This is an optimization exercise on Yosys and OpenROAD, whose aim is small area, not a production implementation. Function was checked by simulation only, so behaviour that the tests miss may differ from the original. Power and IR drop assume default switching activity.

== job 5263 ==
// ES_top
module ES_top(
    input wire clk_t,
    input wire clr_t,
    input wire [7:0] sw_t,
    input wire [1:0] dip_t,
    input wire [9:0] ad_data_t,
    output wire clk_1kHz_t,
    output wire [7:0] seg_left_t,
    output wire [7:0] seg_right_t,
    output wire [3:0] an_left_t,
    output wire [3:0] an_right_t,
    output wire [13:0] dac_sum_t,
    input wire btn_up_t,
    input wire btn_down_t,
    input wire [1:0] waveform_sel_t,
    input wire mode_sel_t
    );
==> flow/config.mk <==
export PLATFORM = sky130hd
export DESIGN_NAME = ES_top
export DESIGN_NICKNAME = ES_top
export VERILOG_FILES = /design/flow/design.v
export SDC_FILE = /design/flow/constraint.sdc
export NUM_CORES = 8
export LEC_CHECK = 0
export ABC_AREA = 1
export CAP_MARGIN = 20
export CORE_MARGIN = 2
export CORE_UTILIZATION = 60
export SLEW_MARGIN = 20
==> flow/constraint.sdc <==
create_clock -name core_clock -period 300.0 [get_ports {clk_t}]
set_input_delay 60.0000 -clock core_clock [delete_from_list [all_inputs] [get_ports {clk_t}]]
set_output_delay 60.0000 -clock core_clock [all_outputs]
set_load 0.01 [all_outputs]
standard.sh (not shown) runs the stock make flow with config.mk's settings and CLKGATE_MAP_FILE= SYNTH_SCRIPT=/design/flow/synth_recipe.tcl, a recipe that flattens the netlist after the stock synthesis.
==> flow/flow/run.sh <==
#!/bin/bash
# Own layout flow: the standard layout (standard.sh, all steps) with
# these changes:
#  - synthesis: the standard flow's synthesis script, but ABC runs an area-oriented
#    script (flow/synth.tcl, flow/abc.script: &deepsyn, then amap) with no
#    delay target, and Yosys's full-adder extraction is off (ADDER_MAP_FILE
#    empty); the registers are the same as the standard synthesis's;
#  - every input and output port is buffered with buf_1;
#  - clock tree: clkbuf_8 buffers, no dummy loads.
# Each tool writes its log under orfs/logs/; make's own output goes to
# flow_make.log in the work folder.
set -euo pipefail
W=$(pwd)
bash "$W/standard.sh" \
  "SYNTH_SCRIPT=$W/flow/synth.tcl" \
  "ADDER_MAP_FILE=" \
  "BUFFER_PORTS_ARGS=-buffer_cell sky130_fd_sc_hd__buf_1" \
  "CTS_ARGS=-sink_clustering_enable -repair_clock_nets -root_buf sky130_fd_sc_hd__clkbuf_16 -buf_list sky130_fd_sc_hd__clkbuf_8 -dont_use_dummy_load -sink_buffer_max_cap_derate 2.0" \
  finish > "$W/flow_make.log" 2>&1
==> flow/flow/abc.script <==
strash
dch
amap -F 4 -A 8
topo
==> flow/flow/synth.tcl <==
# The standard flow's synthesis script (synth_recipe.tcl) with one change: ABC runs the
# area script abc.script (beside this file) and gets no delay target.
proc synth {args} { yosys synth -nofsm -noshare {*}$args }
proc abc {args} {
  set i [lsearch -exact $args -script]
  if {$i >= 0} { set args [lreplace $args $i [expr {$i + 1}] -script $::own_abc_script] }
  set j [lsearch -exact $args -D]
  if {$j >= 0} { set args [lreplace $args $j [expr {$j + 1}]] }
  yosys abc {*}$args
}
set ::own_abc_script [file join [file dirname [file normalize [info script]]] abc.script]
source $::env(SCRIPTS_DIR)/synth.tcl
# left out here: clear keep_hierarchy, flatten, clean up, hide names made inside functions, write 1_2_yosys.v
Job 5263 did not finish: a tool error stopped it during 4_1_cts.
What job 7130 does differently from job 5263 at the input level:
- putting CTS_BUF_LIST at sky130_fd_sc_hd__clkbuf_8 where nothing was set
==> flow/run.sh (new file) <==
#!/bin/bash
# synth_recipe.tcl (not shown) runs the flow's synth.tcl, then flattens the netlist and writes it again
# the make line also repeats each setting of config.mk as NAME=value (left out here)
make -C /OpenROAD-flow-scripts/flow DESIGN_CONFIG=/design/flow/config.mk WORK_HOME=/design/flow/orfs CLKGATE_MAP_FILE= SYNTH_SCRIPT=/design/flow/synth_recipe.tcl finish
removed: flow/flow/run.sh
removed: flow/flow/abc.script
removed: flow/flow/synth.tcl
removed: flow/standard.sh
Findings:
Job 7130 finished every step from synthesis to the final layout, and the layout passed the timing, design-rule and antenna checks. | multiplexer area fraction after synthesis | job 7130 vs job 5263 | 1.7 points higher |. | mean area per synthesized cell | job 7130 vs job 5263 | about 24% higher |. Sort job 7130 and job 5263 by site row count asc -> top: job 5263. The lower placed instance area came out of job 5263. In job 7130, placed wire-length estimate is lower than in job 5263. In the reports for job 7130 and job 5263, the larger initial core utilization belongs to job 5263. Dominant combinational cell family by area after synthesis = compound AO/OA/AOI/OAI gates: job 5263; dominant combinational cell family by area after synthesis = adder cells: job 7130.
#### Input delta (job 8170 over job 7130)
- removing CTS_BUF_LIST (formerly sky130_fd_sc_hd__clkbuf_8)
==> flow/flow/run.sh (new file) <==
#!/bin/bash
# Own layout flow: the standard layout (standard.sh, all steps) with
# these changes:
#  - synthesis: the standard flow's synthesis script, but ABC runs an area-oriented
#    script (flow/synth.tcl, flow/abc.script: &deepsyn, then amap) with no
#    delay target, and Yosys's full-adder extraction is off (ADDER_MAP_FILE
#    empty); the registers are the same as the standard synthesis's;
#  - every input and output port is buffered with buf_1;
#  - clock tree: clkbuf_8 buffers, no dummy loads.
# Each tool writes its log under orfs/logs/; make's own output goes to
# flow_make.log in the work folder.
set -euo pipefail
W=$(pwd)
bash "$W/standard.sh" \
  "SYNTH_SCRIPT=$W/flow/synth.tcl" \
  "ADDER_MAP_FILE=" \
  "BUFFER_PORTS_ARGS=-buffer_cell sky130_fd_sc_hd__buf_1" \
  "CTS_ARGS=-sink_clustering_enable -repair_clock_nets -buf_list sky130_fd_sc_hd__clkbuf_8 -dont_use_dummy_load" \
  finish > "$W/flow_make.log" 2>&1
==> flow/flow/abc.script (new file) <==
strash
dch
amap -F 4 -A 8
topo
==> flow/flow/synth.tcl (new file) <==
# The standard flow's synthesis script (synth_recipe.tcl) with one change: ABC runs the
# area script abc.script (beside this file) and gets no delay target.
proc synth {args} { yosys synth -nofsm -noshare {*}$args }
proc abc {args} {
  set i [lsearch -exact $args -script]
  if {$i >= 0} { set args [lreplace $args $i [expr {$i + 1}] -script $::own_abc_script] }
  set j [lsearch -exact $args -D]
  if {$j >= 0} { set args [lreplace $args $j [expr {$j + 1}]] }
  yosys abc {*}$args
}
set ::own_abc_script [file join [file dirname [file normalize [info script]]] abc.script]
source $::env(SCRIPTS_DIR)/synth.tcl
# left out here: clear keep_hierarchy, flatten, clean up, hide names made inside functions, write 1_2_yosys.v
==> flow/standard.sh (new file) <==
#!/bin/bash
# synth_recipe.tcl (not shown) runs the flow's synth.tcl, then flattens the netlist and writes it again
# the make line also repeats each setting of config.mk as NAME=value (left out here)
make -C /OpenROAD-flow-scripts/flow DESIGN_CONFIG=/design/flow/config.mk WORK_HOME=/design/flow/orfs CLKGATE_MAP_FILE= SYNTH_SCRIPT=/design/flow/synth_recipe.tcl "${@:-finish}"
removed: flow/run.sh
- Synthesized cell count, job 8170 vs job 7130: up by more than 10%
- Run comparison: job 7130 startpoint of the worst setup timing path sw_t[4]; job 8170 startpoint of the worst setup timing path sw_t[5]
- Going from job 7130 to job 8170, average routed wire per standard cell rose 0.18 um; largest voltage drop on the vdd net fell 20%.
Input-level comparison between job 5449 and job 8170:
--- a/flow/flow/run.sh
+++ b/flow/flow/run.sh
@@ -16,4 +16,4 @@
   "ADDER_MAP_FILE=" \
   "BUFFER_PORTS_ARGS=-buffer_cell sky130_fd_sc_hd__buf_1" \
-  "CTS_ARGS=-sink_clustering_enable -repair_clock_nets -buf_list sky130_fd_sc_hd__clkbuf_8 -dont_use_dummy_load" \
+  "CTS_ARGS=-sink_clustering_enable -repair_clock_nets -buf_list sky130_fd_sc_hd__clkbuf_8 -sink_clustering_buffer sky130_fd_sc_hd__clkbuf_8 -sink_clustering_size 25 -sink_clustering_max_diameter 150 -dont_use_dummy_load" \
   finish > "$W/flow_make.log" 2>&1
Findings:
- Job 8170 -> job 5449: ratio of final minimum period to clock period delta 0, exact match
- ~same die extent in x in job 8170 and job 5449
- From job 5449 to job 8170, depth of the worst register-to-register path did not move at all.
- Area growth from synthesis to layout came out exactly the same in job 8170 and job 5449.
- Job 5449 -> job 8170: maximum clock path buffer count delta 0, exact match
- Final count of pins violating max slew across job 8170 and job 5449: no real change.
- Comparing job 5449 against job 8170, there is no change at all in number of logic stages on the critical path including buffering.
- Power after layout came out exactly the same in job 8170 and job 5449.
- | sequential portion of the cell area | job 8170 vs job 5449 | ≈ equal |
- Detailed-route wire length per cell: job 8170 vs job 5449 identical

## static timing again, ports no longer ideal
The flow's constraints put no driver on any port. The routed layouts listed below were extracted and timed again, unchanged, in two steps.
Step 1 sets driving cells, clkbuf_16 on the clock port and buf_2 on the other inputs (assumed; they add their load-dependent delay and slew).
Step 2, shift: input delay + t, output delay - t, t = (earliest + latest rising clock arrival at the registers) / 2. This alone moves slack from input paths to output paths.
Slacks: ideal / step 1 / step 2; pairs: ideal / step 1.
run | shift t [ns] | setup slack, ns | worst hold slack (ns) | worst setup path at the end
job 7130 | 0.500 | 164.623 / 164.601 / 164.601 | 0.348 / 0.348 / 0.348 | input to output
job 8170 | 0.476 | 166.994 / 166.971 / 166.971 | 0.315 / 0.315 / 0.315 | input to output
job 5449 | 0.476 | 166.994 / 166.971 / 166.971 | 0.315 / 0.315 / 0.315 | input to output
After both steps every run listed still meets setup and hold.
